This design comes from an exercise in tuning for small area and a short achievable clock period on the open sky130 flow, not from production work. RTL that was checked went through simulation tests only; none was proved equivalent to the original. Only the layout flow was run in runs 3 and 4; the RTL was not checked for function there. Power figures rest on the tool's default switching activity, not on a simulated workload.

## flow/design.v (module list and top-level ports; edited modules follow where they fit)
// module mul16: 1010 lines
// module div16: 170 lines
// module ALU_TOP: 83 lines
module ALU_TOP (
  input  wire [15:0] A, B,
  input  wire [3:0]  ALU_FUN,
  input  wire        CLK,
  input  wire        RST,
  output reg  [31:0] ARITH_OUT,
  output reg  [15:0] LOGIC_OUT,
  output wire [15:0] CMP_OUT,
  output reg  [15:0] SHIFT_OUT,
  output reg         CMP_FLAG, CARRY_OUT, LOGIC_FLAG, SHIFT_FLAG, ARITH_FLAG
);
  // ...
==> flow/flow/run.sh <==
#!/bin/bash
# Own layout flow: the standard synthesis, then a netlist pass that moves
# full adders to the polarity that needs the fewest inverters (flow/polfix.py),
# then the standard layout from floorplan to finish, with the resizer's
# setup repair asked to keep a margin below the clock period.
set -euo pipefail
R=orfs/results/${FLOW_PLATFORM}/ALU_TOP/base
bash standard.sh synth > run_synth.log 2>&1
cp "$R/1_2_yosys.v" polfix_in.v
python3 flow/polfix.py polfix_in.v polfix_out.v > polfix.log 2>&1
cp polfix_out.v "$R/1_2_yosys.v"
touch "$R/1_2_yosys.v"
export SETUP_SLACK_MARGIN=$(cat flow/setup_margin.txt)
bash standard.sh finish > run_layout.log 2>&1
==> flow/flow/polfix.py <==
#!/usr/bin/env python3
"""Remove inverters around full adders in a flat Yosys netlist of sky130hd cells.

A full adder is self-dual: FA(~a,~b,~c) = (~sum, ~cout).  Yosys's extract_fa
often leaves an inverter between one adder's output and the next adder's
input.  This script picks, for each fa cell, whether it computes in true or
complemented polarity so that as few inverters as possible are needed, and
swaps simple gates for their complement (nand2 <-> and2, ...) when all of a
gate's loads want the complement.  Every net keeps its logical function; only
inverters are removed or added and gate types swapped.

usage: polfix.py IN.v OUT.v"""
import re, sys, random
from collections import defaultdict

LIB = "sky130_fd_sc_hd__"
OUTPINS = {"X", "Y", "Q", "Q_N", "SUM", "COUT", "HI", "LO"}
AREA = {"inv_1": 3.7536, "nand2_1": 3.7536, "and2_1": 6.256, "and2_0": 6.256, "nor2_1": 3.7536,
        "or2_1": 6.256, "or2_0": 6.256, "xor2_1": 8.7584, "xnor2_1": 8.7584,
        "nand3_1": 5.0048, "and3_1": 6.256, "nor3_1": 5.0048, "or3_1": 6.256,
        "a21oi_1": 5.0048, "a21o_1": 7.5072, "o21ai_0": 5.0048, "o21ai_1": 5.0048, "o21a_1": 7.5072,
        "a22oi_1": 7.5072, "a22o_1": 8.7584, "o22ai_1": 6.256, "o22a_1": 8.7584,
        "nand4_1": 6.256, "and4_1": 8.7584, "nor4_1": 6.256, "or4_1": 7.5072,
        "xnor3_1": 22.5216, "xor3_1": 23.7728, "mux2i_1": 10.0096, "mux2_1": 11.2608}
# complementary pairs (same inputs, complemented output)
COMP = {}
for a, b in [("nand2_1", "and2_1"), ("nor2_1", "or2_1"), ("xor2_1", "xnor2_1"), ("nand3_1", "and3_1"),
             ("nor3_1", "or3_1"), ("a21oi_1", "a21o_1"), ("o21ai_1", "o21a_1"),
             ("a22oi_1", "a22o_1"), ("o22ai_1", "o22a_1"), ("nand4_1", "and4_1"), ("nor4_1", "or4_1"),
             ("xor3_1", "xnor3_1")]:
    COMP[a] = b; COMP[b] = a
COMP["o21ai_0"] = "o21a_1"
COMP["and2_0"] = "nand2_1"; COMP["or2_0"] = "nor2_1"
INV_AREA = AREA["inv_1"]
def outpin(t):
    return "Y" if re.match(r"(nand|nor|xnor2|a21oi|o21ai|a22oi|o22ai)", t) else "X"

def main(src, dst):
    text = open(src).read()
    m = re.search(r"module\s+(\S+)\s*\((.*?)\);", text, re.S)
    head_end = m.end()
    body = text[head_end:text.rindex("endmodule")]
    cell_re = re.compile(r"^\s*(sky130_fd_sc_hd__\w+)\s+(\S+)\s*\((.*?)\);", re.S | re.M)
    decls = []
    cells = []
    pos = 0
    for cm in cell_re.finditer(body):
        cells.append([cm.group(1)[len(LIB):], cm.group(2),
                      [(p, n.strip()) for p, n in re.findall(r"\.(\w+)\(([^()]*)\)", cm.group(3))]])
    decl_text = cell_re.sub("", body)
    if "assign" in decl_text:
        raise SystemExit("netlist has assign statements; not handled")
    ports = set()
    for dm in re.finditer(r"^\s*(input|output)\s*(\[(\d+):(\d+)\])?\s*(\S+);", decl_text, re.M):
        if dm.group(2):
            hi, lo = int(dm.group(3)), int(dm.group(4))
            for i in range(min(hi, lo), max(hi, lo) + 1):
                ports.add(f"{dm.group(5)}[{i}]")
        else:
            ports.add(dm.group(5))

    driver = {}
    for ci, (t, nm, pins) in enumerate(cells):
        for p, n in pins:
            if p in OUTPINS:
                driver[n] = (ci, p)
    def is_inv(ci):
        t = cells[ci][0]
        return (t.startswith("inv_") or t.startswith("clkinv_"))
    # inverters that drive a port stay as they are
    fixed_inv = set()
    for ci, (t, nm, pins) in enumerate(cells):
        if (t.startswith("inv_") or t.startswith("clkinv_")):
            y = dict(pins)["Y"]
            if y in ports:
                fixed_inv.add(ci)
    removable = lambda ci: is_inv(ci) and ci not in fixed_inv
    memo = {}
    def base(n):
        if n in memo: return memo[n]
        d = driver.get(n)
        if d is not None and removable(d[0]):
            a = dict(cells[d[0]][2])["A"]
            b, p = base(a)
            r = (b, p ^ 1)
        else:
            r = (n, 0)
        memo[n] = r
        return r
    # consumers: (cell index, pin) -> (base, pol)
    cons = []   # list of [ci, pin, base, pol]
    for ci, (t, nm, pins) in enumerate(cells):
        if removable(ci):
            continue
        for p, n in pins:
            if p in OUTPINS or n.startswith("1'") or n == "":
                continue
            b, pol = base(n)
            cons.append([ci, p, b, pol])
    # port outputs driven through removable inverters: treat the port as a consumer
    # (not expected for this design: every output port comes straight from a flip-flop)
    for n in ports:
        d = driver.get(n)
        if d is not None and removable(d[0]):
            raise SystemExit(f"port {n} driven by an inverter")
    fa = [ci for ci, c in enumerate(cells) if c[0].startswith("fa_")]
    x = defaultdict(int)           # flip of fa cells
    swap = defaultdict(int)        # complement-swap of simple gates
    by_base = defaultdict(list)
    for k, (ci, p, b, pol) in enumerate(cons):
        by_base[b].append(k)
    def drv_cell(b):
        d = driver.get(b)
        return d[0] if d else None
    def base_cost(b):
        dc = drv_cell(b)
        s = x[dc] if (dc is not None and cells[dc][0].startswith("fa_")) else 0
        want = [cons[k][3] ^ x[cons[k][0]] ^ s for k in by_base[b]]
        # swappable driver
        if dc is not None and cells[dc][0] in COMP and b not in ports and all(cells[dc][2][i][0] not in ("Q",) for i in range(len(cells[dc][2]))):
            t = cells[dc][0]
            n1 = sum(want); n0 = len(want) - n1
            keep = (INV_AREA if n1 else 0.0)
            other = AREA.get(COMP[t], 99) - AREA.get(t, 0) + (INV_AREA if n0 else 0.0)
            return min(keep, other)
        return INV_AREA if any(want) else 0.0
    # bases touched by each fa
    touch = defaultdict(set)
    for ci in fa:
        for p, n in cells[ci][2]:
            if p in OUTPINS:
                touch[ci].add(n)
    for k, (ci, p, b, pol) in enumerate(cons):
        if ci in touch:
            touch[ci].add(b)
    total = sum(base_cost(b) for b in by_base)
    print(f"initial inverter-equivalent cost {total:.1f}", file=sys.stderr)
    improved = True
    it = 0
    while improved and it < 50:
        improved = False; it += 1
        for ci in fa:
            bs = touch[ci]
            before = sum(base_cost(b) for b in bs)
            x[ci] ^= 1
            after = sum(base_cost(b) for b in bs)
            if after < before - 1e-9:
                improved = True
                total += after - before
            else:
                x[ci] ^= 1
    print(f"after flips {total:.1f} ({it} passes, {sum(x.values())} of {len(fa)} adders flipped)", file=sys.stderr)

    # rebuild
    out_cells = []
    newwires = []
    inv_of = {}
    cnt = [0]
    def need_inv(phys_net):
        if phys_net not in inv_of:
            cnt[0] += 1
            w = f"_polfix_n{cnt[0]}_"
            newwires.append(w)
            out_cells.append(["inv_1", f"_polfix_inv{cnt[0]}_", [("A", phys_net), ("Y", w)]])
            inv_of[phys_net] = w
        return inv_of[phys_net]
    # decide per base: physical polarity s_b, whether driver swapped
    s_of = {}
    for b in by_base:
        dc = drv_cell(b)
        s = x[dc] if (dc is not None and cells[dc][0].startswith("fa_")) else 0
        if dc is not None and cells[dc][0] in COMP and b not in ports:
            want = [cons[k][3] ^ x[cons[k][0]] ^ s for k in by_base[b]]
            n1 = sum(want); n0 = len(want) - n1
            keep = (INV_AREA if n1 else 0.0)
            t = cells[dc][0]
            other = AREA.get(COMP[t], 99) - AREA.get(t, 0) + (INV_AREA if n0 else 0.0)
            if other < keep:
                swap[dc] = 1
                s = 1
        s_of[b] = s
    consmap = {(ci, p): (b, pol) for ci, p, b, pol in cons}
    for ci, (t, nm, pins) in enumerate(cells):
        if removable(ci):
            continue
        nt = COMP[t] if swap[ci] else t
        npins = []
        for p, n in pins:
            if swap[ci] and p in ("X", "Y"):
                p = outpin(nt)
            if (ci, p) in consmap:
                b, pol = consmap[(ci, p)]
                phys = pol ^ (x[ci] if t.startswith("fa_") else 0) ^ s_of[b]
                npins.append((p, need_inv(b) if phys else b))
            else:
                npins.append((p, n))
        out_cells.append([nt, nm, npins])
    nrem = sum(1 for ci in range(len(cells)) if removable(ci))
    print(f"removed {nrem} inverters, added {cnt[0]}, swapped {sum(swap.values())} gates", file=sys.stderr)
    # used nets
    used = set()
    for t, nm, pins in out_cells:
        for p, n in pins:
            used.add(n)
    # declarations: keep port decls, keep wire decls of used nets
    keep_lines = []
    for line in decl_text.splitlines():
        s = line.strip()
        if not s:
            continue
        wm = re.match(r"wire\s+(\[[^\]]*\]\s*)?(\S+);", s)
        if wm and not wm.group(1):
            if wm.group(2) not in used and wm.group(2) not in ports:
                continue
        keep_lines.append(line)
    with open(dst, "w") as f:
        f.write(text[:head_end] + "\n")
        f.write("\n".join(keep_lines) + "\n")
        for w in newwires:
            f.write(f"  wire {w};\n")
        for t, nm, pins in out_cells:
            f.write(f"  {LIB}{t} {nm} (\n" + ",\n".join(f"    .{p}({n})" for p, n in pins) + "\n  );\n")
        f.write("endmodule\n")

if __name__ == "__main__":
    main(sys.argv[1], sys.argv[2])
==> flow/flow/setup_margin.txt <==
0
==> flow/standard.sh <==
#!/bin/bash
# synth_recipe.tcl (not shown) runs the flow's synth.tcl, then flattens the netlist and writes it again
# the make line also repeats each setting of config.mk as NAME=value (left out here)
make -C /OpenROAD-flow-scripts/flow DESIGN_CONFIG=/design/flow/config.mk WORK_HOME=/design/flow/orfs CLKGATE_MAP_FILE= SYNTH_SCRIPT=/design/flow/synth_recipe.tcl "${@:-finish}"
==> flow/config.mk <==
export PLATFORM = sky130hd
export DESIGN_NAME = ALU_TOP
export DESIGN_NICKNAME = ALU_TOP
export VERILOG_FILES = /design/flow/design.v
export SDC_FILE = /design/flow/constraint.sdc
export NUM_CORES = 4
export LEC_CHECK = 0
export ABC_AREA = 1
export CAP_MARGIN = 20
export CORE_MARGIN = 2
export CORE_UTILIZATION = 40
export SLEW_MARGIN = 20
==> flow/constraint.sdc <==
create_clock -name core_clock -period 130.0 [get_ports {CLK}]
set_input_delay 26.0000 -clock core_clock [delete_from_list [all_inputs] [get_ports {CLK}]]
set_output_delay 26.0000 -clock core_clock [all_outputs]
set_load 0.01 [all_outputs]
==> run notes, run 1 <==
worst setup path endpoint ARITH_OUT[0]; Die Ht roughly 210 µm; GRT met2 Usage 0.420; CTS max path bufs 2; GRT met3 Usage 0.0603; Area growth syn-to-layout 11.3%; Worst EP arrival roughly 56 ns; slowest CP cell clkdlybuf4s50_1; Well-Tap Cells a little under 600; Worst-Margin Slew 1.09 ns; top power group combinational logic; cell area after layout 0.0193 mm²; utilization after layout 0.449; Die Wd 212 µm; die area roughly 0.045 mm²; reported clock group power ~0.029 mW; Critical Path Start Type primary input; TritonCTS clock tree built; Site Rows 76; inverter count 269; RSZ-0062 raised after global routing false; met1 WL 24200 µm; largest class multi-input combinational cells; CP delay by family, top compound AO/OA/AOI/OAI gates; Overall Global Routing Usage 0.268; status no timing/DRC/antenna violations; clk cell area share 0.0169; CTS Sinks 70
==> inputs of run 2 (changes only) <==
==> flow/flow/setup_margin.txt (replaced) <==
40
==> run 2 against run 1 <==
  * Still clean on timing, DRC and antenna
  * Setup slack did not move
  * Power did not move
  * Synthesized cell count did not move
  * Sequential share of layout area did not move
  * Worst hold slack did not move
  * Critical path depth did not move
  * Sequential cell count did not move
  * Utilization did not move
  * Sequential power barely moved
  * Combinational power barely moved
  * Clock power barely moved
  * Largest cell class unchanged
  * Largest power group unchanged
==> run notes, run 2 <==
status no timing/DRC/antenna violations; GRT met2 Usage 0.420 (unchanged); Area growth syn-to-layout 11.3% (unchanged); CTS resizes 0; fillers approximately 4200; CTS Root Buffer Type clkbuf_16; CTS Sinks 70 (unchanged); largest net degree at the start of global routing 71; drt pass-1 iters 6; share of cells above drive strength 1 0.0585; Largest register FFs 32; Final WS setup 74.09 ns; first-pass GRT wire length 90400 µm; CP max stage delay 0.99 ns; clk slew on worst S/H paths 0.08 ns; synthesized area roughly 0.017 mm²; Setup WS pre-CTS 73.99 ns; starting density of the core 0.404; cts hold-fix bufs 0; I/O pins 123; DR vias 15300; Peak Freq about 0.018 GHz; Setup Buffers After CTS 0; slowest CP cell clkdlybuf4s50_1; Tot Pwr 0.217 mW; H-Tree Depth 3; CTS max path bufs 2 (unchanged); Critical Path Start Type primary input; core box area 0.0429 mm²; total global routing overflow 0; gate count of the mapped netlist 2151; Die Wd 212 µm (unchanged); mean number of vias per cell 5.43; Final HPWL DP 42800 µm; Fin Hold WS 25.59 ns; GRT busiest layer met2; most frequent cells in the layout nand2_1 (510), inv_1 (269), fa_1 (239), ha_1 (213), a21oi_1 (148); Final min period between 50 and 60 ns; worst hold path type primary input to async pin; utilization after layout 0.449 (unchanged); wire per inst a little over 20 µm; final hold viol count 0; # nets final 2709; Worst EP required 130.29 ns; PwrDens ~11 mW/mm²; TNS Setup 0 ns; max_cap viols 0; ant diodes 0; most frequent CP cell nand2_1; drt first-iter violations roughly 1300; commonest non-fill, non-tap cell in the layout nand2_1; RePlAce Congestion about 0.96; synthesized area per cell between 8 and 9 µm²; final period utilization 0.430; YS warnings 1; GRT met3 Usage 0.0603 (unchanged); DRC violations left 0; met1 usage 0.359; critical path peak fanout 26; # port buffers between 100 and 150; Worst Setup Path Type primary input to flop; overall routed net length 57200 µm; Setup crit end kind flop; Lkg Pwr roughly 9 nW; Die Ht 212 µm (unchanged); CTS buffer count 9; RSZ-0062 raised after global routing false; Final setup viols 0; TritonCTS clock tree built; die area 0.0450 mm² (unchanged); Worst-Margin Slew 1.09 ns (unchanged); Slew Limit Fails 0; Site Rows 76 (unchanged); initial antenna violation count 2; Worst EP arrival 56.20 ns (about the same); antenna-violating nets left 0; relative slew slack 0.268; vias in the first global route 15700; Overall Global Routing Usage 0.268 (unchanged); maximum VDD drop 10.7 µV
-- run 2: metal layers --
metal | up-vias | share of wire
li1 | 7063 | -
met1 | 7459 | 0.42
met2 | 623 | 0.45
met3 | 110 | 0.088
met4 | 2 | 0.038
met5 | - | 0.00019
-- run 2: final timing paths --
check	depth (start not counted)	to	slack (ns)	start
setup / recovery	169	ARITH_OUT[0]	74.09	B[6]
hold / removal	1	LOGIC_OUT[9]	25.59	RST
max in group asynchronous	1	ARITH_FLAG	103.80	RST
min in group core_clock	3	cmp_bit	26.34	ALU_FUN[3]
-- run 2: through the flow --
stage | std cells | cell area, µm²
final | 2809 | 19300
after global routing | 2809 | 19300
after CTS | 2809 | 19300
after detailed placement | 2793 | 18900
after global placement | 2793 | 18900
after floorplan | 2165 | 17400
-- run 2: layout make-up --
type / instances / area [µm²] / share of cell area
Clock buffer: 11 / 243 / 0.0126
Clock inverter: 5 / 82.6 / 0.00428
Inverter: 269 / 1010 / 0.0524
Multi-Input combinational cell: 1715 / 14000 / 0.728
Sequential cell: 70 / 1750 / 0.0909
Tap cell: 585 / 732 / 0.0380
Timing Repair Buffer: 154 / 1420 / 0.0737
-- run 2: critical path, delay by kind of cell --
kind / cells / cell delay, ns
AOI/OAI and AO/OA: 74 / 12.19
and+or+nand+nor: 64 / 9.09
adders and majority gates: 15 / 5.64
buffers and inverters: 16 / 3.12
-- run 2: report_power, final --
| group | switching [mW] | leakage (nW) | internal, mW | total [mW] |
|---|---|---|---|---|
| registers | 0.000811 | 0.945 | 0.0244 | 0.0252 |
| logic | 0.0927 | 8.03 | 0.0698 | 0.163 |
| clock network | 0.0117 | 0.160 | 0.0174 | 0.0291 |
| total | 0.105 | 9.13 | 0.112 | 0.217 |
==> module ALU_TOP, before the edit <==
module ALU_TOP (
  input  wire [15:0] A, B,
  input  wire [3:0]  ALU_FUN,
  input  wire        CLK,
  input  wire        RST,
  output reg  [31:0] ARITH_OUT,
  output reg  [15:0] LOGIC_OUT,
  output wire [15:0] CMP_OUT,
  output reg  [15:0] SHIFT_OUT,
  output reg         CMP_FLAG, CARRY_OUT, LOGIC_FLAG, SHIFT_FLAG, ARITH_FLAG
);
  wire [1:0] unit = ALU_FUN[3:2];
  wire [1:0] op   = ALU_FUN[1:0];
  wire        sub = unit[1] | op[0];
  wire [16:0] s   = {1'b0, A} + {1'b0, B ^ {16{sub}}} + sub;
  wire        c16 = s[16];
  wire        eq  = (A == B);
  wire        lt  = ~c16;
  wire        gt  = c16 & ~eq;
  wire [31:0] prod;
  mul16 u_mul (.a(A), .b(B), .p(prod));
  wire [15:0] q;
  div16 u_div (.a(A), .b(B), .q(q));
  reg [32:0] arith;
  always @* begin
    case (op)
      2'b00: arith = {16'd0, s};
      2'b01: arith = {{16{~c16}}, s[16:0] ^ 17'h10000} ;
      2'b10: arith = {1'b0, prod};
      default: arith = {17'd0, q};
    endcase
  end
  reg [15:0] logic_r;
  always @* begin
    case (op)
      2'b00: logic_r = A & B;
      2'b01: logic_r = A | B;
      2'b10: logic_r = ~(A & B);
      default: logic_r = ~(A | B);
    endcase
  end
  reg cmp_r;
  always @* begin
    case (op)
      2'b00: cmp_r = 1'b0;
      2'b01: cmp_r = eq;
      2'b10: cmp_r = gt;
      default: cmp_r = lt;
    endcase
  end
  reg [15:0] shift_r;
  always @* begin
    case (op)
      2'b00: shift_r = {1'b0, A[15:1]};
      2'b01: shift_r = {A[14:0], 1'b0};
      2'b10: shift_r = {1'b0, B[15:1]};
      default: shift_r = {B[14:0], 1'b0};
    endcase
  end
  reg cmp_bit;
  assign CMP_OUT = {15'd0, cmp_bit};
  always @(posedge CLK or negedge RST) begin
    if (!RST) begin
      {CARRY_OUT, ARITH_OUT} <= 33'd0;
      ARITH_FLAG <= 1'b0;
      LOGIC_OUT  <= 16'd0;
      LOGIC_FLAG <= 1'b0;
      cmp_bit    <= 1'b0;
      CMP_FLAG   <= 1'b0;
      SHIFT_OUT  <= 16'd0;
      SHIFT_FLAG <= 1'b0;
    end else begin
      {CARRY_OUT, ARITH_OUT} <= (unit == 2'b00) ? arith : 33'd0;
      ARITH_FLAG <= (unit == 2'b00);
      LOGIC_OUT  <= (unit == 2'b01) ? logic_r : 16'd0;
      LOGIC_FLAG <= (unit == 2'b01);
      cmp_bit    <= (unit == 2'b10) & cmp_r;
      CMP_FLAG   <= (unit == 2'b10) & (cmp_r | (op == 2'b00));
      SHIFT_OUT  <= (unit == 2'b11) ? shift_r : 16'd0;
      SHIFT_FLAG <= (unit == 2'b11);
    end
  end
endmodule
==> inputs of run 3 (changes only) <==
--- a/flow/design.v
+++ b/flow/design.v
@@ -1193,7 +1193,18 @@
   wire [1:0] op   = ALU_FUN[1:0];
   wire        sub = unit[1] | op[0];
-  wire [16:0] s   = {1'b0, A} + {1'b0, B ^ {16{sub}}} + sub;
+  wire [15:0] bx = B ^ {16{sub}};
+  wire [16:0] cy;
+  wire [16:0] s;
+  assign cy[0] = sub;
+  genvar i;
+  generate
+    for (i = 0; i < 16; i = i + 1) begin : add_bit
+      assign s[i]    = A[i] ^ bx[i] ^ cy[i];
+      assign cy[i+1] = (A[i] & bx[i]) | (A[i] & cy[i]) | (bx[i] & cy[i]);
+    end
+  endgenerate
+  assign s[16] = cy[16];
   wire        c16 = s[16];
-  wire        eq  = (A == B);
+  wire        eq  = ~|s[15:0];
   wire        lt  = ~c16;
   wire        gt  = c16 & ~eq;
==> flow/flow/setup_margin.txt (replaced) <==
80
==> run 3 against run 2 <==
  * Still clean
  * Die area fell by 1.6%
  * Utilization grew 7.1 points
  * Count of clock-buffer cells in the layout shrank 2
  * Clock power is 11% lower
  * Critical path type unchanged
  * Largest cell class unchanged
==> run notes, run 3 <==
synthesized area per cell 8.24 µm² (+2.4%); slowest CP cell fa_2; core box area 0.0420 mm² (-2.0%); antenna-violating nets left 0 (unchanged); TNS Setup 0 ns (unchanged); Lkg Pwr 10.1 nW (+11%); CP max stage delay 0.36 ns (-0.63 ns); overall routed net length 61900 µm (+8.1%); critical path peak fanout 11 (-58%); Die Wd 210 µm (-0.78%); I/O pins 123 (unchanged); worst hold path type primary input to async pin; # nets final 2746 (+1.4%); Worst EP arrival 49.45 ns (-6.75 ns); final period utilization 0.378 (-0.0522); starting density of the core 0.405 (+0.00157); largest net degree at the start of global routing 71 (unchanged); CTS Root Buffer Type clkbuf_16; mean number of vias per cell 5.56 (+2.4%); CTS buffer count 9 (unchanged); commonest non-fill, non-tap cell in the layout nand2_1; Worst EP required 130.33 ns (+0.04 ns); Site Rows 75 (-1.3%); TritonCTS clock tree built; Largest register FFs 32 (unchanged); Peak Freq 0.0204 GHz (+14%); Final min period 49.13 ns (-6.78 ns); YS warnings 1 (unchanged); Setup crit end kind flop; initial antenna violation count 2 (unchanged); Overall Global Routing Usage 0.268 (about the same); status no timing/DRC/antenna violations; fillers 3795 (-9.4%); H-Tree Depth 3 (unchanged); cts hold-fix bufs 0 (unchanged); Worst Setup Path Type primary input to flop; most frequent cells in the layout nand2_1 (436), fa_1 (244), inv_1 (235), buf_4 (156), ha_1 (127); DRC violations left 0 (unchanged); maximum VDD drop 11.6 µV (+8.1%); Critical Path Start Type primary input; Post-Layout Cell Count 2832 (+0.82%); RSZ-0062 raised after global routing false; Final setup viols 0 (unchanged); drt pass-1 iters 6 (unchanged); CTS Sinks 70 (unchanged); Slew Limit Fails 0 (unchanged); relative slew slack 0.250 (-0.0183); first-pass GRT wire length 90600 µm (+0.14%); DR vias 15800 (+3.2%); RePlAce Congestion 0.935 (-2.9%); vias in the first global route 16100 (+2.9%); wire per inst 21.8 µm (+7.2%); # port buffers 107 (unchanged); CTS max path bufs 2 (unchanged); DP Cell Count 2660 (-4.8%); gate count of the mapped netlist 2067 (-3.9%); die area 0.0443 mm² (-1.6%); Die Ht 210 µm (-0.78%); most frequent CP cell nand2_1; Area growth syn-to-layout 28.3%; PwrDens 11.0 mW/mm² (-2.3%); share of cells above drive strength 1 0.241 (+0.182); Final HPWL DP 40600 µm (-5.1%); total global routing overflow 0 (unchanged); drt first-iter violations 1208 (-6.1%); final hold viol count 0 (unchanged); max_cap viols 0 (unchanged); Worst-Margin Slew 1.12 ns (+0.0297 ns); clk slew on worst S/H paths 0.08 ns (about the same); synthesized area 0.0170 mm² (-1.6%)
-- run 3: worst max-delay path: cells and delay by family --
family                   cells  cell delay (ns)
AO/OA/AOI/OAI               63             8.70
buffers and inverters       39             4.58
AND/OR/NAND/NOR             65             6.13
adder cells (fa/ha/maj)     14             3.91
-- run 3: per-stage QoR --
stage	hold WS, ns	utilization	area, µm²	power, mW	setup slack, ns
finish	25.76	0.520	21900	0.240	80.87
global placement	26.22	0.442	18600	0.195	77.34
detailed placement	26.23	0.442	18600	0.196	76.28
CTS	25.80	0.473	19900	0.229	80.00
floorplan	25.70	-	17100	0.140	81.52
global route	25.85	0.520	21900	0.264	79.50
-- run 3: layer usage --
metal  global-route usage  wire length [µm]
met5                    0                13
met4                0.121              3120
met3               0.0438              4640
met2                0.459             29600
met1                0.333             24500
-- run 3: report_power, final --
part / internal [mW] / leakage [nW] / switching, mW / total [mW]
registers: 0.0244 / 0.945 / 0.000929 / 0.0254
logic: 0.0832 / 9.03 / 0.106 / 0.189
clock network: 0.0133 / 0.139 / 0.0126 / 0.0259
-- run 3: timing repair --
item                                   4_1_cts  5_1_grt
pin swaps                                   33      110
gates cloned                                 6       13
endpoints found under the hold margin        0        0
gates resized for setup                     81      259
setup endpoints to repair                    2        2
setup buffers                               66       70
-- run 3: layout make-up --
class                      instances  area, µm²  area share
antenna                            1       2.50    0.000114
clock buffer                       9        225      0.0103
timing repair buffer             303       3050       0.139
clock inverter                     7       62.6     0.00286
tap                              539        674      0.0308
multi-input combinational       1646      15100       0.691
inverter                         257        997      0.0456
sequential                        70       1750      0.0801
-- run 3: worst max-delay path by stage --
stage / startpoint / to / slack [ns] / cells past startpoint
global placement: A[15] / ARITH_OUT[0] / 77.34 / 183
floorplan: A[15] / ARITH_OUT[0] / 81.52 / 187
CTS: A[15] / ARITH_OUT[0] / 80.00 / 188
detailed placement: A[15] / ARITH_OUT[0] / 76.28 / 183
global route: B[12] / ARITH_OUT[0] / 79.50 / 176
finish: B[12] / ARITH_OUT[0] / 80.87 / 181
==> inputs of run 4 (changes only) <==
==> flow/flow/setup_margin.txt (replaced) <==
90
==> run 4 against run 3 <==
  * Die area is the same
  * Critical path depth shrank 2
  * Design area grew 9.7%
  * Utilization grew 5.0 points
  * Maximum frequency grew 0.55%
  * First-iteration DRC count grew 3.7%
  * Clock power grew 4%
  * Largest power group unchanged
  * Still clean on timing, DRC and antenna
  * Final cell count grew 6.2%
  * Combinational power grew 4%
  * Sequential share of layout area shrank 0.71 points
  * Power grew 3.2%
  * Highest routed layer is now met4
==> run notes, run 4 <==
critical path peak fanout 8 (-3); Worst EP required 130.36 ns (+0.03 ns); total global routing overflow 0 (unchanged); initial antenna violation count 0 (-2); Placed Area 0.0191 mm² (+2.4%); share of cells above drive strength 1 0.331 (+0.0905); largest net degree at the start of global routing 71 (unchanged); Cell Int Power 0.129 mW (+6.8%); Die Ht 210 µm (unchanged); Die Wd 210 µm (unchanged); core box area 0.0420 mm² (unchanged); CP max stage delay 0.38 ns (+0.02 ns); maximum VDD drop 10.4 µV (-10%); YS warnings 1 (unchanged); TritonCTS clock tree built; Lkg Pwr 11.1 nW (+9.7%); Site Rows 75 (unchanged); cell area after layout 0.0240 mm² (+9.7%); Area growth syn-to-layout 40.7%; Final HPWL DP 41600 µm (+2.3%); # nets final 2923 (+6.4%); most frequent CP cell buf_4; most frequent cells in the layout nand2_1 (402), buf_4 (318), fa_1 (245), inv_1 (218), a21oi_1 (121); drt first-iter violations 1253 (+3.7%); commonest non-fill, non-tap cell in the layout nand2_1; Critical Path Start Type primary input; final period utilization 0.376 (-0.00208); clk slew on worst S/H paths 0.09 ns (about the same); worst hold path type primary input to async pin; Peak Freq 0.0205 GHz (+0.55%); Overall Global Routing Usage 0.306 (+0.0383); Worst EP arrival 49.21 ns (-0.24 ns); drt pass-1 iters 5 (-1); synthesized area 0.0170 mm² (unchanged); Tot Pwr 0.248 mW (+3.2%); Slew Limit Fails 0 (unchanged); synthesized area per cell 8.24 µm² (unchanged); TNS Setup 0 ns (unchanged); RSZ-0062 raised after global routing true; vias in the first global route 17900 (+11%); Final min period 48.86 ns (-0.270 ns); Largest register FFs 32 (unchanged); overall routed net length 67400 µm (+8.9%); Worst Setup Path Type primary input to flop; mean number of vias per cell 5.65 (+1.5%); max_cap viols 0 (unchanged); Worst-Margin Slew 1.10 ns (-0.0226 ns); gate count of the mapped netlist 2067 (unchanged); CTS Sinks 70 (unchanged); final hold viol count 0 (unchanged); CTS max path bufs 2 (unchanged); P_sw 0.119 mW (-0.43%); CTS buffer count 9 (unchanged); Logic pwr share 0.789 (+0.002); status no timing/DRC/antenna violations; sequential share of power 0.102 (-0.004); ant diodes 0 (-1); DR vias 17000 (+7.8%); antenna-violating nets left 0 (unchanged); die area 0.0443 mm² (unchanged); H-Tree Depth 3 (unchanged); slowest CP cell fa_2; first-pass GRT wire length 103000 µm (+14%); CTS Root Buffer Type clkbuf_16; PwrDens 10.3 mW/mm² (-5.9%); Net Sw Frac 0.479 (-0.0175); DRC violations left 0 (unchanged); relative slew slack 0.264 (+0.0136); RePlAce Congestion 0.913 (-2.4%); Final setup viols 0 (unchanged); Setup crit end kind flop; I/O pins 123 (unchanged); clock power share 0.109 (about the same); starting density of the core 0.405 (unchanged); # port buffers 107 (unchanged); wire per inst 22.4 µm (+2.5%)
-- run 4: worst max path at each step --
| stage | startpoint | to | slack, ns | depth (start not counted) |
|---|---|---|---|---|
| after global placement | B[2] | ARITH_OUT[0] | 77.83 | 176 |
| after CTS | B[0] | ARITH_OUT[0] | 81.84 | 173 |
| final | B[0] | ARITH_OUT[0] | 81.14 | 179 |
| after detailed placement | B[2] | ARITH_OUT[0] | 76.95 | 179 |
| after global routing | B[0] | ARITH_OUT[0] | 79.83 | 177 |
| after floorplan | A[15] | ARITH_OUT[0] | 82.72 | 182 |
-- run 4: final cells by class --
class	instances	area (µm²)
repair inverters	1	7.51
clock inverters	7	73.8
clock buffers	9	225
well taps	539	674
repair buffers	477	4540
flip-flops and latches	70	1750
fillers	3561	18100
multi-input cells	1648	15700
inverters	257	1030
-- run 4: critical path: cells and delay by family --
family          cells  cell delay (ns)
compound gates     54             7.43
buf+inv            42             4.57
fa+ha+maj          15             4.38
simple gates       68             6.74
-- run 4: metrics by stage --
stage | utilization | hold WS (ns) | std cells | setup WS, ns
finish | 0.570 | 25.65 | 3008 | 81.14
global route | 0.570 | 25.70 | 3008 | 79.83
CTS | 0.548 | 25.81 | 2952 | 81.84
detailed placement | 0.453 | 26.25 | 2652 | 76.95
global placement | 0.453 | 26.24 | 2652 | 77.83
floorplan | - | 25.70 | 2081 | 82.72
-- run 4: what timing repair did --
action	CTS	global route
hold buffers	0	0
gates cloned	23	0
pin swaps	172	142
setup buffers	261	56
endpoints found under the setup margin	7	6
gates resized for setup	349	110
-- run 4: routing by layer --
metal / routed length, µm / part of all wire / vias to the layer above / global-route usage
li1: - / - / 7425 / -
met1: 26000 / 0.39 / 8403 / 0.380
met2: 31500 / 0.47 / 885 / 0.504
met3: 5540 / 0.082 / 269 / 0.0575
met4: 4300 / 0.064 / 0 / 0.172
met5: 0 / 0 / - / 0
-- run 4: power by group through the flow --
stage               Clock [mW]  Combinational [mW]  Sequential, mW
global route            0.0286               0.221          0.0256
CTS                     0.0282               0.187          0.0253
floorplan                    0               0.116          0.0270
detailed placement           0               0.165          0.0256
global placement             0               0.164          0.0257
finish                  0.0270               0.196          0.0253
==> inputs of run 5 (changes only) <==
--- a/flow/design.v
+++ b/flow/design.v
@@ -1193,18 +1193,7 @@
   wire [1:0] op   = ALU_FUN[1:0];
   wire        sub = unit[1] | op[0];
-  wire [15:0] bx = B ^ {16{sub}};
-  wire [16:0] cy;
-  wire [16:0] s;
-  assign cy[0] = sub;
-  genvar i;
-  generate
-    for (i = 0; i < 16; i = i + 1) begin : add_bit
-      assign s[i]    = A[i] ^ bx[i] ^ cy[i];
-      assign cy[i+1] = (A[i] & bx[i]) | (A[i] & cy[i]) | (bx[i] & cy[i]);
-    end
-  endgenerate
-  assign s[16] = cy[16];
+  wire [16:0] s   = {1'b0, A} + {1'b0, B ^ {16{sub}}} + sub;
   wire        c16 = s[16];
-  wire        eq  = ~|s[15:0];
+  wire        eq  = (A == B);
   wire        lt  = ~c16;
   wire        gt  = c16 & ~eq;
==> flow/run.sh (new file) <==
#!/bin/bash
# synth_recipe.tcl (not shown) runs the flow's synth.tcl, then flattens the netlist and writes it again
# the make line also repeats each setting of config.mk as NAME=value (left out here)
make -C /OpenROAD-flow-scripts/flow DESIGN_CONFIG=/design/flow/config.mk WORK_HOME=/design/flow/orfs CLKGATE_MAP_FILE= SYNTH_SCRIPT=/design/flow/synth_recipe.tcl finish
removed: flow/flow/run.sh
removed: flow/flow/polfix.py
removed: flow/flow/setup_margin.txt
removed: flow/standard.sh
==> run 5 against run 4 <==
  * Clock power up about 10%
  * Combinational power down 12%
  * First-iteration DRC count up 5.0%
  * Highest routed layer unchanged
  * Largest power group unchanged
  * Global-route usage down 5.1 points
  * Count of clock-buffer cells in the layout unchanged
  * Critical path type unchanged
  * Sequential share of layout area up 1.3 points
  * Non-clock buffer count down 330
  * Synthesized cell count up 20%
  * Sequential cell count unchanged
  * Die area up 8.3%
  * Still clean on timing, DRC and antenna
  * Sequential power about the same
==> run notes, run 5 <==
final hold viol count 0 (unchanged); share of cells above drive strength 1 0.0540 (-0.277); Die Wd 219 µm (+4.1%); synthesized area 0.0185 mm² (+8.4%); Sequential Area 0.00175 mm² (unchanged); drt first-iter violations 1316 (+5.0%); Tot Pwr 0.227 mW (-8.3%); CTS resizes 0 (-100%); antenna-violating nets left 0 (unchanged); sequential share of power 0.111 (+0.009); fillers 4650 (+31%); Cell Int Power 0.113 mW (-12%); commonest cells in the netlist inv_1 (589), nand2_1 (546), fa_1 (239), ha_1 (213), a21oi_1 (151); Worst Setup Path Type primary input to flop; CTS Root Buffer Type clkbuf_16; PwrDens 11.1 mW/mm² (+7.7%); Overall Global Routing Usage 0.256 (-0.0505); TNS Setup 0 ns (unchanged); final period utilization 0.429 (+0.0536); critical path peak fanout 26 (+18); Setup Buffers After CTS 0 (-100%); wire per inst 18.8 µm (-16%); first-pass GRT wire length 93400 µm (-9.2%); Critical Path Start Type primary input; Peak Freq 0.0179 GHz (-12%); max_cap viols 0 (unchanged); DR vias 16400 (-3.6%); # port buffers 107 (unchanged); worst setup path endpoint ARITH_OUT[0]; maximum VDD drop 12.7 µV (+22%); Final setup viols 0 (unchanged); slowest CP cell nand3_1; starting density of the core 0.406 (+0.000942); RePlAce Congestion 0.918 (+0.61%); cts hold-fix bufs 0 (unchanged); core box area 0.0455 mm² (+8.2%); # nets final 3039 (+4.0%); most frequent cells in the layout inv_1 (589), nand2_1 (546), fa_1 (239), ha_1 (213), a21oi_1 (151); mean number of vias per cell 5.19 (-8.1%); die area 0.0479 mm² (+8.3%); number of flops mapped to enable cells by yosys 0; Worst EP arrival 56.09 ns (+6.88 ns); I/O pins 123 (unchanged); Largest register FFs 32 (unchanged); main flop type after synthesis dfrtp_1; synthesized area per cell 7.43 µm² (-9.9%); H-Tree Depth 3 (unchanged); CTS Sinks 70 (unchanged); Worst EP required 130.26 ns (-0.10 ns); overall routed net length 59400 µm (-12%); TritonCTS clock tree built; ranking of synthesized cells by area fa_1 (26%), ha_1 (14%), inv_1 (12%); cell accounting for the most synthesized area fa_1; most numerous cell in the Yosys netlist inv_1; worst setup path start B[5]; Final min period 55.83 ns (+6.97 ns); RSZ-0062 raised after global routing false; worst hold path type primary input to async pin; Area growth syn-to-layout 10.5%; Final HPWL DP 44200 µm (+6.3%); CTS max path bufs 2 (unchanged); CP max stage delay 0.60 ns (+0.22 ns); Lkg Pwr 11.4 nW (+2.7%); Fin Hold WS 25.66 ns (+0.00680 ns); vias in the first global route 16700 (-7.1%); footprint of the multi-input gates 0.0139 mm² (-11%); total global routing overflow 0 (unchanged); CTS buffer count 9 (unchanged); commonest non-fill, non-tap cell in the layout inv_1; Net Sw Frac 0.501 (+0.0218); utilization after layout 0.449 (-0.121); Die Ht 219 µm (+4.1%); initial antenna violation count 4 (+4); DRC violations left 0 (unchanged); Setup crit end kind flop; clk slew on worst S/H paths 0.08 ns (about the same); YS warnings 1 (unchanged); asr flop ratio synth 1.00; register area share after synthesis 0.0948; clock power share 0.131 (+0.022); Slew Limit Fails 0 (unchanged); relative slew slack 0.264 (about the same); gate count of the mapped netlist 2488 (+20%); Yosys cell types 51; Logic pwr share 0.758 (-0.031); Site Rows 78 (+4.0%); status no timing/DRC/antenna violations; P_sw 0.114 mW (-4.2%); Synth top area share 0.259; Worst-Margin Slew 1.10 ns (-0.000710 ns); Yosys reg bits 70; drt pass-1 iters 6 (+1); largest net degree at the start of global routing 71 (unchanged); most frequent CP cell nand2_1
==> run 5: worst min-delay path by stage <==
stage | start | end | slack (ns)
after detailed placement | RST | ARITH_FLAG | 26.24
final | RST | ARITH_OUT[7] | 25.66
after global placement | RST | ARITH_FLAG | 26.23
after global routing | RST | ARITH_OUT[7] | 25.71
after floorplan | RST | ARITH_FLAG | 25.70
after CTS | RST | ARITH_OUT[7] | 25.81
==> run 5: routing by layer <==
metal  up-vias  part of all wire  global-route usage  wire length, µm
li1       7729                 -                   -                -
met2       581              0.48               0.432            28300
met5         -                 0                   0                0
met3       115             0.070              0.0413             4180
met1      7952              0.42               0.331            25000
met4         0             0.032              0.0908             1890
==> run 5: worst max-delay path, delay by kind of cell <==
family | cells | cell delay [ns]
AO/OA/AOI/OAI | 74 | 12.11
AND/OR/NAND/NOR | 65 | 9.57
adder cells (fa/ha/maj) | 15 | 5.65
buffers and inverters | 17 | 2.66
==> run 5: cell families after synthesis <==
family,synth area share
and+or+nand+nor,0.178
buffers and inverters,0.154
adders and majority gates,0.403
AOI/OAI and AO/OA,0.125
xor gates and xnor gates,0.0441
DFF,0.0948
other,0.000203
==> run 5: stage by stage <==
step | setup WS (ns) | cells | instance area [µm²]
finish | 74.17 | 3157 | 20400
global route | 70.76 | 3156 | 20400
CTS | 74.50 | 3154 | 20400
detailed placement | 74.21 | 3138 | 20100
global placement | 75.47 | 3138 | 20100
floorplan | 80.76 | 2502 | 18500
==> run 5: cell type report <==
type	count	share of cell area
Antenna cell	3	0.000368
Sequential cell	70	0.0858
Inverter	606	0.111
Multi-Input combinational cell	1715	0.682
Clock inverter	7	0.00515
Timing Repair Buffer	147	0.0670
Tap cell	600	0.0368
Clock buffer	9	0.0110
==> run 5: power by group through the flow <==
stage                     clock [mW]  sequential, mW  combinational [mW]
after floorplan                    0          0.0270               0.116
after global placement             0          0.0257               0.168
after detailed placement           0          0.0257               0.169
after CTS                     0.0306          0.0253               0.173
after global routing          0.0315          0.0255               0.198
final                         0.0298          0.0253               0.172
==> inputs of run 6 (changes only) <==
--- a/flow/config.mk
+++ b/flow/config.mk
@@ -9,4 +9,4 @@
 export CAP_MARGIN = 20
 export CORE_MARGIN = 2
-export CORE_UTILIZATION = 40
+export CORE_UTILIZATION = 65
 export SLEW_MARGIN = 20
==> run 6 against run 5 <==
  * Clock power down 9.1%
  * Final cell count down 7.0%
  * Synthesized cell count did not move
  * Global-route usage rose by 14 points
  * First-iteration DRC count increased by 25%
  * Count of clock-buffer cells in the layout stayed put
  * Die area shrank 38%
  * Design area shrank 1.4%
  * Maximum frequency increased by 0.26%
  * Still clean on timing, DRC and antenna
  * Sequential power hardly changed
  * Highest routed layer unchanged
  * Utilization up 27 points
  * Critical path depth increased by 3
==> run notes, run 6 <==
gate count of the mapped netlist 2488 (unchanged); critical path peak fanout 26 (unchanged); Worst EP arrival 55.95 ns (-0.14 ns); Yosys cell types 51 (unchanged); cell accounting for the most synthesized area fa_1; Largest register FFs 32 (unchanged); ant diodes 0 (-3); Setup WS pre-CTS 74.50 ns (+0.288 ns); drt pass-1 iters 7 (+1); maximum VDD drop 22.1 µV (+74%); Synth top area share 0.259 (unchanged); final hold viol count 0 (unchanged); antenna-violating nets left 0 (unchanged); # nets final 3042 (+0.099%); asr flop ratio synth 1.00 (unchanged); Final setup viols 0 (unchanged); register area share after synthesis 0.0948 (unchanged); worst hold path type primary input to async pin; Peak Freq 0.0180 GHz (+0.26%); DRC violations left 0 (unchanged); Area growth syn-to-layout 9.00%; Final WS setup 74.32 ns (+0.145 ns); initial antenna violation count 1 (-3); vias in the first global route 17200 (+3.4%); Slew Limit Fails 0 (unchanged); Site Rows 61 (-22%); Critical Path Start Type primary input; CTS Sinks 70 (unchanged); TNS Setup 0 ns (unchanged); H-Tree Depth 3 (unchanged); largest net degree at the start of global routing 71 (unchanged); CTS max path bufs 2 (unchanged); Die Wd 173 µm (-21%); status no timing/DRC/antenna violations; mean number of vias per cell 5.77 (+11%); relative slew slack 0.244 (-0.0197); RePlAce Congestion 0.971 (+5.7%); Worst EP required 130.26 ns (about the same); share of cells above drive strength 1 0.0548 (+0.000719); number of flops mapped to enable cells by yosys 0 (unchanged); main flop type after synthesis dfrtp_1; core box area 0.0279 mm² (-39%); most frequent cells in the layout inv_1 (589), nand2_1 (546), fa_1 (239), ha_1 (213), a21oi_1 (151); commonest cells in the netlist inv_1 (589), nand2_1 (546), fa_1 (239), ha_1 (213), a21oi_1 (151); Worst Setup Path Type primary input to flop; Worst-Margin Slew 1.13 ns (+0.0294 ns); PwrDens 11.1 mW/mm² (-0.54%); slowest CP cell nand3_1; most frequent CP cell nand2_1; most numerous cell in the Yosys netlist inv_1; Die Ht 173 µm (-21%); final period utilization 0.428 (-0.00112); Setup crit end kind flop; ranking of synthesized cells by area fa_1 (26%), ha_1 (14%), inv_1 (12%); fillers 2285 (-51%); clk slew on worst S/H paths 0.07 ns (about the same); overall routed net length 57200 µm (-3.6%); drt first-iter violations 1646 (+25%); # port buffers 107 (unchanged); first-pass GRT wire length 91600 µm (-1.9%); Fin Hold WS 25.61 ns (-0.0453 ns); Lkg Pwr 11.4 nW (about the same); DR vias 16900 (+3.4%); YS warnings 1 (unchanged); cts hold-fix bufs 0 (unchanged); synthesized area per cell 7.43 µm² (unchanged); Yosys reg bits 70 (unchanged); synthesized area 0.0185 mm² (unchanged); Final min period 55.68 ns (-0.145 ns); TritonCTS clock tree built; max_cap viols 0 (unchanged); starting density of the core 0.663 (+0.257); Setup Buffers After CTS 0 (unchanged); commonest non-fill, non-tap cell in the layout inv_1; CP max stage delay 0.58 ns (-0.02 ns); Overall Global Routing Usage 0.393 (+0.138); I/O pins 123 (unchanged); Final HPWL DP 42500 µm (-3.9%); CTS resizes 0 (unchanged); RSZ-0062 raised after global routing false; CTS Root Buffer Type clkbuf_16; total global routing overflow 0 (unchanged); wire per inst 19.5 µm (+3.7%); CTS buffer count 9 (unchanged); die area 0.0298 mm² (-38%)
run 6: cell counts after synthesis:
Identical to the previous run, type by type.
run 6: layer usage:
| layer | GRT usage | up-vias | part of all wire |
|---|---|---|---|
| met5 | 0 | - | 0 |
| met4 | 0.202 | 0 | 0.056 |
| met3 | 0.0561 | 241 | 0.093 |
| met2 | 0.645 | 950 | 0.47 |
| met1 | 0.511 | 8012 | 0.38 |
| li1 | - | 7734 | - |
run 6: worst max-delay path by stage:
stage          from            to  slack (ns)  depth (start not counted)
2_1_floorplan  B[3]  ARITH_OUT[0]       80.76                        178
3_3_place_gp   B[5]  ARITH_OUT[0]       75.91                        173
3_5_place_dp   B[5]  ARITH_OUT[0]       74.50                        173
4_1_cts        B[5]  ARITH_OUT[0]       74.81                        174
5_1_grt        B[5]  ARITH_OUT[0]       71.10                        174
6_report       B[5]  ARITH_OUT[0]       74.32                        174
run 6: logic make-up after synthesis:
| kind of cell | after synthesis | share of synthesized area |
|---|---|---|
| buffers and inverters | 717 | 0.154 |
| AO/OA/AOI/OAI | 391 | 0.125 |
| adder cells (fa/ha/maj) | 452 | 0.403 |
| AND/OR/NAND/NOR | 764 | 0.178 |
| XOR/XNOR | 93 | 0.0441 |
| flip-flops | 70 | 0.0948 |
| other | 1 | 0.000203 |
run 6: area by class of cell:
cell class / instances / area, µm² / share of cell area
multi-input cells: 1715 / 13900 / 0.692
inverters: 606 / 2280 / 0.113
flip-flops and latches: 70 / 1750 / 0.0870
repair buffers: 150 / 1400 / 0.0695
well taps: 378 / 473 / 0.0235
clock buffers: 9 / 225 / 0.0112
clock inverters: 7 / 81.3 / 0.00404
run 6: critical path: cells and delay by family:
family	cells	cell delay, ns
AND/OR/NAND/NOR	68	9.78
adder cells (fa/ha/maj)	15	5.38
AO/OA/AOI/OAI	74	11.64
buffers and inverters	17	3.07
run 6: metrics by stage:
stage / std cells / utilization / area, µm² / power [mW]
final: 2935 / 0.723 / 20100 / 0.223
after global routing: 2935 / 0.723 / 20100 / 0.248
after CTS: 2933 / 0.722 / 20100 / 0.221
after detailed placement: 2917 / 0.711 / 19800 / 0.192
after global placement: 2917 / 0.711 / 19800 / 0.190
after floorplan: 2502 / - / 18500 / 0.143
run 6: power breakdown:
| part | internal [mW] | leakage [nW] | switching (mW) | total [mW] |
|---|---|---|---|---|
| Clock | 0.0151 | 0.147 | 0.0119 | 0.0271 |
| Sequential | 0.0244 | 0.945 | 0.000908 | 0.0253 |
| Combinational | 0.0712 | 10.3 | 0.0994 | 0.171 |

==> re-timing with driven ports <==
The flow's constraints put no driver on any port. The routed layouts listed below were extracted and timed again, unchanged, in two steps.
Step 1, drivers: a clkbuf_16 drives CLK and a buf_2 each remaining input, both assumed.
Step 2 times the ports against the registers' clock, not the clock port: input delays grow and output delays shrink by t, the midpoint of the rising clock arrivals with the driver on.
a / b / c = ideal ports / drivers / drivers and shift; a / b = the first two.
| run | t (ns) | setup slack, ns | hold slack, ns | slew at the worst register clock pin (ns) | cell pins on the clock port's net |
|---|---|---|---|---|---|
| run 1 | 0.442 | 74.090 / 74.120 / 73.678 | 25.594 / 25.576 / 26.018 | 0.08 / 0.08 | 1 |
| run 2 | 0.442 | 74.090 / 74.120 / 73.678 | 25.594 / 25.576 / 26.018 | 0.08 / 0.08 | 1 |
| run 3 | 0.432 | 80.873 / 80.894 / 80.462 | 25.761 / 25.742 / 26.174 | 0.08 / 0.08 | 1 |
| run 4 | 0.448 | 81.144 / 81.156 / 80.708 | 25.649 / 25.634 / 26.082 | 0.09 / 0.09 | 1 |
| run 5 | 0.436 | 74.170 / 74.204 / 73.767 | 25.656 / 25.635 / 26.072 | 0.08 / 0.08 | 1 |
| run 6 | 0.418 | 74.315 / 74.345 / 73.927 | 25.610 / 25.583 / 26.001 | 0.07 / 0.07 | 1 |
After both steps every run listed still meets setup and hold. For run 4, which loses most, drivers alone change the setup slack by +0.012 ns; drivers and shift together by -0.436 ns.
